This is an optimization exercise on Yosys and OpenROAD, whose aim is small area, a short achievable clock period and few clock cycles, not a production implementation. Function was checked by simulation only, so behaviour that the tests miss may differ from the original. Power is estimated from default activity; no workload was simulated.

Setup of run A:
==> flow/design.v (excerpt) <==
module rvga_top #()
(
    input logic clk_i
    , input logic rst_i
    , output rvga_word imem_addr_o
    , input rvga_word imem_data_i
    , input logic imem_resp_v_i
    , output logic dmem_r_v_o
    , output logic dmem_w_v_o
    , output rvga_word dmem_addr_o
    , input rvga_word dmem_data_i
    , output rvga_word dmem_data_o
    , output rvga_wmask dmem_wmask_o
    , input logic dmem_resp_v_i
);
Size: ~5700 cells after synthesis, roughly 1200 flip-flops.
clock: 9.0 ns
lec_check: 0
abc_clock_period_in_ps: 4000
cap_margin: 20
core_margin: 2
core_utilization: 50
setup_slack_margin: 5
slew_margin: 20
standard.sh (not shown) runs the stock make flow with config.mk's settings and CLKGATE_MAP_FILE= SYNTH_SCRIPT=/design/flow/synth_recipe.tcl, a recipe that flattens the netlist after the stock synthesis.
==> flow/flow/run.sh <==
#!/bin/bash
set -euo pipefail
bash standard.sh \
  BUFFER_PORTS_ARGS="-buffer_cell sky130_fd_sc_hd__buf_4" \
  MATCH_CELL_FOOTPRINT=0 \
  CTS_ARGS="-sink_clustering_enable -repair_clock_nets -dont_use_dummy_load" \
  finish > standard.log 2>&1
Testbench counts of run A, summed over its fixed seeds: cycles 149,448.
Inputs modified between run A and run B:
--- a/flow/flow/run.sh
+++ b/flow/flow/run.sh
@@ -5,3 +5,3 @@
   MATCH_CELL_FOOTPRINT=0 \
-  CTS_ARGS="-sink_clustering_enable -repair_clock_nets -dont_use_dummy_load" \
+  CTS_ARGS="-sink_clustering_enable -repair_clock_nets -dont_use_dummy_load -sink_clustering_size 26 -sink_clustering_max_diameter 100" \
   finish > standard.log 2>&1
Findings:
Via count: run B < run A
Run B: part of the total power dissipated in the clock network is 9.5 points lower than what run A reported.
Final cell area: run B below run A
Diff run A -> run B: total met3 wirelength after detailed routing went down 1.8%; total routing usage reported by global routing went down 0.20 points; number of signal-net buffers in the layout went up 2.7%; final-report hold violation count held.
In the metrics for run A and run B, the one carrying the lower portion of the clock cycle consumed by the worst path in the final layout is run A.
Run B vs run A — worst IR drop on VDD rose about 2.8%.
In the reports for run A and run B, the smaller total power consumption of the routed design belongs to run B.
Input changes introduced in run C (baseline for comparison: run B):
Settings: changing CORE_UTILIZATION from 50 to 45; setting CTS_CLUSTER_SIZE to 25 for the first time.
==> flow/flow/run.sh <==
#!/bin/bash
set -euo pipefail
bash standard.sh BUFFER_PORTS_ARGS="-buffer_cell sky130_fd_sc_hd__buf_4" finish > standard.log 2>&1
## What came out
Changes observed in run C relative to run B: fraction of power consumed by combinational cells moved down, portion of the clock cycle consumed by the worst path in the final layout saw an increase, placed wire-length estimate went up by about 0.7%.
Run C: flow completed, timing, DRC and antenna clean

rvga_top, a different RTL version from the one above (not shown whole).
For scale: roughly 5600 cells after synthesis, ~1200 flip-flops, roughly 170 I/O pins, about 64000 um2 of cells after synthesis.
make LEC_CHECK=0 ABC_CLOCK_PERIOD_IN_PS=4000 CAP_MARGIN=20 CORE_MARGIN=2 CORE_UTILIZATION=45 SETUP_SLACK_MARGIN=5 SLEW_MARGIN=20 finish   # period 9.0 ns
run.sh (not shown) runs the stock make flow with config.mk's settings and CLKGATE_MAP_FILE= SYNTH_SCRIPT=/design/flow/synth_recipe.tcl, a recipe that flattens the netlist after the stock synthesis.
Stock flow here: none of the scripts above is used.
The baseline finished with timing, DRC and antenna clean.
Testbench counts at the start, summed over its fixed seeds: cycles 149,448.
Rerun with:
==> flow/flow/run.sh (new file) <==
#!/bin/bash
set -euo pipefail
bash standard.sh BUFFER_PORTS_ARGS="-buffer_cell sky130_fd_sc_hd__buf_4" finish > standard.log 2>&1
==> flow/standard.sh (new file) <==
#!/bin/bash
# synth_recipe.tcl (not shown) runs the flow's synth.tcl, then flattens the netlist and writes it again
# the make line also repeats each setting of config.mk as NAME=value (left out here)
make -C /OpenROAD-flow-scripts/flow DESIGN_CONFIG=/design/flow/config.mk WORK_HOME=/design/flow/orfs CLKGATE_MAP_FILE= SYNTH_SCRIPT=/design/flow/synth_recipe.tcl "${@:-finish}"
CTS_CLUSTER_SIZE = 25   (was not set)
removed: flow/run.sh
Via count is lower slightly.
Power went down slightly.
Setup slack improved by 0.025 ns.
Core utilization shrinks by 1.0 points.
Global-route usage came out lower by 0.70 points.
Combinational power came out lower slightly.

==> separate check: timing with driven ports <==
In the flow no input, the clock included, has a driving cell. The finished layouts below were timed again as built, in two steps.
Step 1: set_driving_cell puts a clkbuf_16 on clk_i and a buf_2 on each other input, an assumption about the parent block.
Step 2 times the ports against the registers' clock, not the clock port: input delays grow and output delays shrink by t, the midpoint of the rising clock arrivals with the driver on.
a / b / c = no drivers / after step 1 / after step 2; a / b = the first two.
| run | shift t [ns] | setup slack, ns | worst hold slack (ns) | worst register clock-pin slew, ns | cell pins on the clock port's net |
|---|---|---|---|---|---|
| run A | 0.839 | 4.836 / 4.797 / 3.958 | 0.408 / 0.408 / 0.408 | 0.06 / 0.06 | 1 |
| run B | 0.798 | 4.801 / 4.732 / 3.933 | 0.404 / 0.404 / 0.404 | 0.11 / 0.11 | 1 |
| run C | 0.878 | 4.749 / 4.793 / 3.915 | 0.402 / 0.402 / 0.402 | 0.07 / 0.07 | 1 |
| the first run of note 2 | 0.883 | 4.799 / 4.846 / 3.963 | 0.405 / 0.405 / 0.405 | 0.08 / 0.08 | 1 |
| the second run of note 2 | 0.895 | 4.824 / 4.791 / 3.982 | 0.400 / 0.400 / 0.400 | 0.08 / 0.08 | 1 |
After both steps every run listed still meets setup and hold. The setup slack of run A, which loses most, moves by -0.039 ns with the drivers and by -0.878 ns with both steps.
